Context: an optimization exercise on an open-source flow, tuned for small area. The choices shown serve that exercise and are no tape-out recipe.
In this exercise RTL edits were held to simulation tests only and were not proved equivalent to the original.
Power and IR drop assume default switching activity.

Design fifo, start of the top module:
module fifo#(parameter DEPTH = 16,
             parameter WIDTH = 16)(
    input logic clk,
    input logic rst,
    input logic push_i,
    input logic [WIDTH-1:0] push_data_i,
    input logic pop_i,
    output logic [WIDTH-1:0] pop_data_i,
    output logic fifo_full,
    output logic fifo_empty);
For scale: roughly 930 cells after synthesis, about 11000 µm² of cells after synthesis.
Settings: LEC_CHECK=0, CAP_MARGIN=20, CORE_MARGIN=2, CORE_UTILIZATION=40, CTS_BUF_LIST=sky130_fd_sc_hd__clkbuf_4, SLEW_MARGIN=20; clock period 5.0 ns.
run.sh (not shown) runs the stock make flow with config.mk's settings and CLKGATE_MAP_FILE= SYNTH_SCRIPT=/design/flow/synth_recipe.tcl, a recipe that flattens the netlist after the stock synthesis.
Rerun with:
==> flow/flow/run.sh (new file) <==
#!/bin/bash
set -e
export BUFFER_PORTS_ARGS="-buffer_cell sky130_fd_sc_hd__buf_1"
export RECOVER_POWER=100
export CTS_ARGS="-sink_clustering_enable -repair_clock_nets -dont_use_dummy_load -buf_list sky130_fd_sc_hd__clkbuf_8 -sink_clustering_size 16 -sink_clustering_max_diameter 50"
bash standard.sh > standard.log 2>&1
==> flow/standard.sh (new file) <==
#!/bin/bash
# synth_recipe.tcl (not shown) runs the flow's synth.tcl, then flattens the netlist and writes it again
# the make line also repeats each setting of config.mk as NAME=value (left out here)
make -C /OpenROAD-flow-scripts/flow DESIGN_CONFIG=/design/flow/config.mk WORK_HOME=/design/flow/orfs CLKGATE_MAP_FILE= SYNTH_SCRIPT=/design/flow/synth_recipe.tcl "${@:-finish}"
CORE_UTILIZATION = 65   (was 40)
CTS_BUF_LIST = unset   (was sky130_fd_sc_hd__clkbuf_4)
removed: flow/run.sh
After rerunning:
- With this change the flow completed and failed the layout checks on max-capacitance violations, max-slew violations
- worst setup slack degrades by 0.50 ns
- synthesized area stays the same
- global-route usage rises by 15 points
- synthesized cell count stays the same
- die area falls by 38%
- maximum frequency falls by 12%
- cell count falls by 17%
- wire length falls by 1.3%
- sequential cell count does not change
- combinational power falls by 13%
- final area falls by 9.9%
Rerun with:
==> flow/run.sh (new file) <==
#!/bin/bash
# synth_recipe.tcl (not shown) runs the flow's synth.tcl, then flattens the netlist and writes it again
# the make line also repeats each setting of config.mk as NAME=value (left out here)
make -C /OpenROAD-flow-scripts/flow DESIGN_CONFIG=/design/flow/config.mk WORK_HOME=/design/flow/orfs CLKGATE_MAP_FILE= SYNTH_SCRIPT=/design/flow/synth_recipe.tcl finish
ABC_AREA = 1   (was unset)
CORE_UTILIZATION = 40   (was 65)
removed: flow/flow/run.sh
removed: flow/standard.sh
The new run ran to the end with no violations.
Core utilization falls by 22 points.
Area after synthesis rises by 11%.
Setup slack improved by 0.92 ns.
Rerun with:
ABC_AREA = unset   (was 1)
CORE_UTILIZATION = 65   (was 40)
CTS_BUF_LIST = sky130_fd_sc_hd__clkbuf_16   (was unset)
CTS_CLUSTER_DIAMETER = 60   (was unset)
CTS_CLUSTER_SIZE = 30   (was unset)
Outcome:
- fmax goes down by 10%
- power fell by 14%
- clock skew goes up by 0.0057 ns
- non-clock buffer count went up by 5
- sequential power climbs by about 2%
- worst hold slack gets better by 0.025 ns
- register-to-register slack gets worse by 0.44 ns
- first-iteration DRC count rose by 18%
- design area fell by 14%
- wire length rose by 5.6%
Rerun with:
CTS_BUF_LIST = sky130_fd_sc_hd__clkbuf_8   (was sky130_fd_sc_hd__clkbuf_16)
CTS_CLUSTER_DIAMETER = 50   (was 60)
CTS_CLUSTER_SIZE = 16   (was 30)
The new run completed without violations.
Sequential power barely changes.
Clock-buffer cell count rose by 14.
Flip-flop and latch count stays the same.
Setup slack degrades by 0.084 ns.
Core utilization rose by 1.1 points.
Register-to-register slack improves by 0.06 ns.
Power rose by a few percent.
Clock skew rose by 0.0083 ns.
Cell count rose slightly.

* * *

The RTL this note starts from:
==> flow/design.v <==
module fifo#(parameter DEPTH = 16,
             parameter WIDTH = 16)(
    input logic clk,
    input logic rst,
    input logic push_i,
    input logic [WIDTH-1:0] push_data_i,
    input logic pop_i,
    output logic [WIDTH-1:0] pop_data_i,
    output logic fifo_full,
    output logic fifo_empty);
  logic [15:0][WIDTH-1:0] mem_queue, mem_next;
  logic [WIDTH-1:0] din, rdata;
  logic [4:0] cnt, cnt_next;
  logic phase;
  logic [15:0] h, s, l;
  logic pop, pop_n;
  fifo_ctrl u_ctrl (
    .rst(rst), .push_i(push_i), .pop_i(pop_i),
    .cnt(cnt), .cnt_next(cnt_next),
    .h(h), .s(s), .l(l), .pop(pop), .pop_n(pop_n),
    .fifo_full(fifo_full), .fifo_empty(fifo_empty));
  fifo_xor_word #(.WIDTH(WIDTH)) u_din (
    .a(push_data_i), .b(phase), .y(din));
  for (genvar w = 0; w < 15; w++) begin : g_word
    fifo_store_word #(.WIDTH(WIDTH)) u_word (
      .q(mem_queue[w]), .up(mem_queue[w+1]), .d(din),
      .h(h[w]), .s(s[w]), .l(l[w]), .n(mem_next[w]));
  end
  fifo_store_top #(.WIDTH(WIDTH)) u_word15 (
    .q(mem_queue[15]), .d(din), .h(h[15]), .l(l[15]), .n(mem_next[15]));
  fifo_out_word #(.WIDTH(WIDTH)) u_out (
    .m(mem_queue[0]), .phase(phase), .q(pop_data_i), .pop(pop),
    .pop_n(pop_n), .n(rdata));
  always_ff @(posedge clk) begin
    phase <= ~(phase | rst);
    cnt <= cnt_next;
    mem_queue <= mem_next;
    pop_data_i <= rdata;
  end
endmodule
module fifo_store_word #(parameter WIDTH = 16) (
    input logic [WIDTH-1:0] q, up, d,
    input logic h, s, l,
    output logic [WIDTH-1:0] n);
  assign n = ~((q & {WIDTH{h}}) | (up & {WIDTH{s}}) | (d & {WIDTH{l}}));
endmodule
module fifo_store_top #(parameter WIDTH = 16) (
    input logic [WIDTH-1:0] q, d,
    input logic h, l,
    output logic [WIDTH-1:0] n);
  assign n = ~((q & {WIDTH{h}}) | (d & {WIDTH{l}}));
endmodule
module fifo_xor_word #(parameter WIDTH = 16) (
    input logic [WIDTH-1:0] a,
    input logic b,
    output logic [WIDTH-1:0] y);
  assign y = a ^ {WIDTH{b}};
endmodule
module fifo_out_word #(parameter WIDTH = 16) (
    input logic [WIDTH-1:0] m, q,
    input logic phase, pop, pop_n,
    output logic [WIDTH-1:0] n);
  assign n = ((m ^ {WIDTH{phase}}) & {WIDTH{pop}}) | (q & {WIDTH{pop_n}});
endmodule
module fifo_ctrl (
    input logic rst, push_i, pop_i,
    input logic [4:0] cnt,
    output logic [4:0] cnt_next,
    output logic [15:0] h, s, l,
    output logic pop, pop_n,
    output logic fifo_full, fifo_empty);
  logic push;
  assign push  = push_i & ~rst;
  assign pop   = pop_i & ~rst;
  assign pop_n = ~pop;
  assign fifo_full  = cnt[4];
  assign fifo_empty = (cnt == 5'd0);
  always_comb begin
    if (rst)
      cnt_next = 5'd0;
    else if (push_i & ~pop_i)
      cnt_next = cnt + 5'd1;
    else if (pop_i & ~push_i)
      cnt_next = cnt - 5'd1;
    else
      cnt_next = cnt;
  end
  logic [3:0] pa, pb, hi;
  for (genvar j = 0; j < 4; j++) begin : g_pre
    assign pa[j] = (cnt[1:0] == j) & push & ~pop;
    assign pb[j] = (cnt[1:0] == j) & push & pop;
    assign hi[j] = (cnt[3:2] == j);
  end
  for (genvar w = 0; w < 16; w++) begin : g_sel
    localparam int N = w + 1;
    logic pbs, his;
    if (w == 15) begin : g_last
      assign pbs = push & pop;
      assign his = cnt[4];
    end else begin : g_mid
      assign pbs = pb[N % 4];
      assign his = hi[N / 4];
    end
    fifo_wsel u_sel (
      .pa(pa[w % 4]), .ha(hi[w / 4]), .pb(pbs), .hb(his),
      .pop(pop), .pop_n(pop_n), .h(h[w]), .s(s[w]), .l(l[w]));
  end
endmodule
module fifo_wsel (
    input logic pa, ha, pb, hb, pop, pop_n,
    output logic h, s, l);
  fifo_ao22 u_l (.a1(pa), .a2(ha), .b1(pb), .b2(hb), .y(l));
  fifo_nor2 u_s (.a(pop_n), .b(l), .y(s));
  fifo_nor2 u_h (.a(pop), .b(l), .y(h));
endmodule
module fifo_ao22 (
    input logic a1, a2, b1, b2,
    output logic y);
  assign y = (a1 & a2) | (b1 & b2);
endmodule
module fifo_nor2 (
    input logic a, b,
    output logic y);
  assign y = ~(a | b);
endmodule
Settings: LEC_CHECK=0, CAP_MARGIN=5, CORE_MARGIN=2, CORE_UTILIZATION=85, SLEW_MARGIN=5, SYNTH_HIERARCHICAL=1; clock period 5.0 ns.
standard.sh (not shown) runs the stock make flow with config.mk's settings and CLKGATE_MAP_FILE= SYNTH_SCRIPT=/design/flow/synth_recipe.tcl, a recipe that flattens the netlist after the stock synthesis.
==> flow/flow/run.sh <==
#!/bin/bash
set -e
here=$(pwd)
export BUFFER_PORTS_ARGS="-buffer_cell sky130_fd_sc_hd__buf_1"
export PRE_RESIZE_TCL="$here/flow/downsize.tcl"
export CTS_ARGS="-sink_clustering_enable -repair_clock_nets -dont_use_dummy_load -buf_list sky130_fd_sc_hd__clkbuf_8 -sink_clustering_size 18 -sink_clustering_max_diameter 80"
bash standard.sh > standard.log 2>&1
==> flow/flow/downsize.tcl <==
# Before placement repair: set every combinational cell to its smallest
# drive strength. repair_design (run right after this by ORFS) and the
# later timing repair size up only what slew, capacitance or timing need.
set db [ord::get_db]
set n 0
foreach inst [[ord::get_db_block] getInsts] {
  set m [$inst getMaster]
  set name [$m getName]
  if {[$m getType] ne "CORE"} { continue }
  if {![regexp {^(sky130_fd_sc_hd__[a-z0-9]+)_([0-9]+)$} $name -> base size]} { continue }
  if {$size <= 1} { continue }
  if {[regexp {^sky130_fd_sc_hd__(df|edf|sdf|dl|clk)} $name]} { continue }
  set small [$db findMaster ${base}_1]
  if {$small eq "NULL" || $small eq ""} { continue }
  if {[$small getWidth] >= [$m getWidth]} { continue }
  $inst swapMaster $small
  incr n
}
puts "downsize.tcl: $n cells set to drive strength 1"
Edit:
==> flow/flow/run.sh (replaced) <==
#!/bin/bash
set -e
here=$(pwd)
export BUFFER_PORTS_ARGS="-buffer_cell sky130_fd_sc_hd__buf_1"
export PRE_RESIZE_TCL="$here/flow/downsize.tcl"
export CTS_ARGS="-sink_clustering_enable -repair_clock_nets -dont_use_dummy_load -buf_list sky130_fd_sc_hd__clkbuf_8 -sink_clustering_size 18 -sink_clustering_max_diameter 45"
bash standard.sh > standard.log 2>&1
- CAP_MARGIN: 5 -> 20
- CORE_UTILIZATION: 85 -> 75
- SLEW_MARGIN: 5 -> 20
Cell area came out higher by 1.5%.
Sequential power barely changes.
Non-clock buffer count grows by 5.
Routed wire length fell by 0.49%.
Clock skew came out higher by 5.5 ps.
Edit:
==> flow/flow/run.sh (replaced) <==
#!/bin/bash
set -e
here=$(pwd)
export BUFFER_PORTS_ARGS="-buffer_cell sky130_fd_sc_hd__buf_1"
export REMOVE_ABC_BUFFERS=1
export PRE_RESIZE_TCL="$here/flow/downsize.tcl"
export CTS_ARGS="-sink_clustering_enable -repair_clock_nets -dont_use_dummy_load -buf_list sky130_fd_sc_hd__clkbuf_8 -sink_clustering_size 19 -sink_clustering_max_diameter 80"
bash standard.sh > standard.log 2>&1
- GPL_TIMING_DRIVEN: not set -> 0
Effect:
- The new run completed with no timing, DRC or antenna violations
- non-clock buffer count went down by 13
- area after synthesis stays the same
- die area is unchanged
- clock-buffer cell count went down by 6
- fmax went down by 6.3%
- cell count went down by 2.0%
- worst setup slack got worse by 270 ps
- hold slack improved by 15 ps
- sequential share of layout area went down by 0.39 points
Edit:
==> flow/flow/run.sh (replaced) <==
#!/bin/bash
set -e
here=$(pwd)
export BUFFER_PORTS_ARGS="-buffer_cell sky130_fd_sc_hd__buf_1"
export PRE_RESIZE_TCL="$here/flow/downsize.tcl"
export CTS_ARGS="-sink_clustering_enable -repair_clock_nets -dont_use_dummy_load -buf_list sky130_fd_sc_hd__clkbuf_8 -sink_clustering_size 18 -sink_clustering_max_diameter 80"
bash standard.sh > standard.log 2>&1
- CAP_MARGIN: 20 -> 5
- GPL_TIMING_DRIVEN: 0 -> not set
- SLEW_MARGIN: 20 -> 5
Wire length barely changes.
Sequential power hardly moves.
Sequential cell count stays the same.
Design area drops by 2.0%.
Via count climbs by 0.94%.
Non-clock buffer count climbs by 9.
Synthesized cell count is unchanged.
Setup slack gains 260 ps.
Die area does not change.
Edit:
==> flow/flow/run.sh (replaced) <==
#!/bin/bash
set -e
here=$(pwd)
export BUFFER_PORTS_ARGS="-buffer_cell sky130_fd_sc_hd__buf_1"
export PRE_RESIZE_TCL="$here/flow/downsize.tcl"
export CTS_ARGS="-sink_clustering_enable -repair_clock_nets -dont_use_dummy_load -buf_list sky130_fd_sc_hd__clkbuf_8 -root_buf sky130_fd_sc_hd__clkbuf_4 -tree_buf sky130_fd_sc_hd__clkbuf_4 -sink_clustering_size 18 -sink_clustering_max_diameter 80"
bash standard.sh > standard.log 2>&1
- CORE_UTILIZATION: 75 -> 80
Critical path depth drops by 3.
Die area drops by 6.0%.
Wire length drops by 4.2%.
Worst setup slack gains 320 ps.
Via count drops by 1.1%.
Design area drops by 0.42%.
Synthesized area is unchanged.
Total power drops by 0.96%.
Synthesized cell count stays the same.
Sequential share of layout area climbs by 0.24 points.
Hold slack loses 7.6 ps.
Edit:
==> flow/flow/run.sh (replaced) <==
#!/bin/bash
set -e
here=$(pwd)
export BUFFER_PORTS_ARGS="-buffer_cell sky130_fd_sc_hd__buf_1"
export PRE_RESIZE_TCL="$here/flow/downsize.tcl"
export CTS_ARGS="-sink_clustering_enable -repair_clock_nets -dont_use_dummy_load -buf_list sky130_fd_sc_hd__clkbuf_8 -sink_clustering_size 20 -sink_clustering_max_diameter 80"
bash standard.sh > standard.log 2>&1
- CAP_MARGIN: 5 -> 20
- CORE_UTILIZATION: 80 -> 75
- SLEW_MARGIN: 5 -> 20
Result: Synthesized area is unchanged. Total power stays flat. Global-route usage decreases by 1.5 points. Sequential power stays flat. Hold slack improves by 38 ps. Setup slack degrades by 310 ps. Die area increases by a few percent. Routed wire length increases by a few percent. Clock skew decreases by 18 ps. Cell count increases by a few percent. Via count stays flat.

## what the ideal ports hide
No port has a modelled driver above. Below, the same layouts with a new extraction and two added sets of constraints. Step 1: set_driving_cell puts a clkbuf_16 on clk and a buf_2 on each other input, an assumption about the parent block. Step 2 moves the port delays by t, midway between the first and last clock arrival at a register: inputs arrive t later, outputs are due t later. That takes back most of the time a late clock gives input paths. Three values: ideal, step 1, step 2; two values: the first two.
| run | t (ns) | slack for setup (ns) | worst register clock-pin slew, ns | worst data-port slew with drivers (ns) |
|---|---|---|---|---|
| the first run of note 1 | 0.734 | 1.300 / 1.258 / 1.091 | 0.08 / 0.08 | 0.03 |
| the second run of note 1 | 0.588 | 0.800 / 0.812 / 0.224 | 0.10 / 0.10 | 0.04 |
| the third run of note 1 | 0.595 | 1.720 / 1.695 / 1.149 | 0.07 / 0.07 | 0.03 |
| the fourth run of note 1 | 0.552 | 1.336 / 1.288 / 0.883 | 0.10 / 0.10 | 0.04 |
| the fifth run of note 1 | 0.634 | 1.253 / 1.211 / 0.917 | 0.10 / 0.10 | 0.05 |
| the first run of note 2 | 0.536 | 1.061 / 1.065 / 0.529 | 0.11 / 0.11 | 0.03 |
| the second run of note 2 | 0.568 | 0.920 / 0.935 / 0.368 | 0.10 / 0.10 | 0.04 |
| the third run of note 2 | 0.532 | 0.647 / 0.662 / 0.130 | 0.12 / 0.12 | 0.04 |
| the fourth run of note 2 | 0.534 | 0.909 / 0.921 / 0.387 | 0.11 / 0.11 | 0.04 |
| the fifth run of note 2 | 0.645 | 1.233 / 1.251 / 0.606 | 0.11 / 0.11 | 0.04 |
| the sixth run of note 2 | 0.542 | 0.920 / 0.935 / 0.393 | 0.12 / 0.12 | 0.04 |
The setup slack of the fifth run of note 2, which loses most, moves by +0.018 ns with the drivers and by -0.627 ns with both steps.
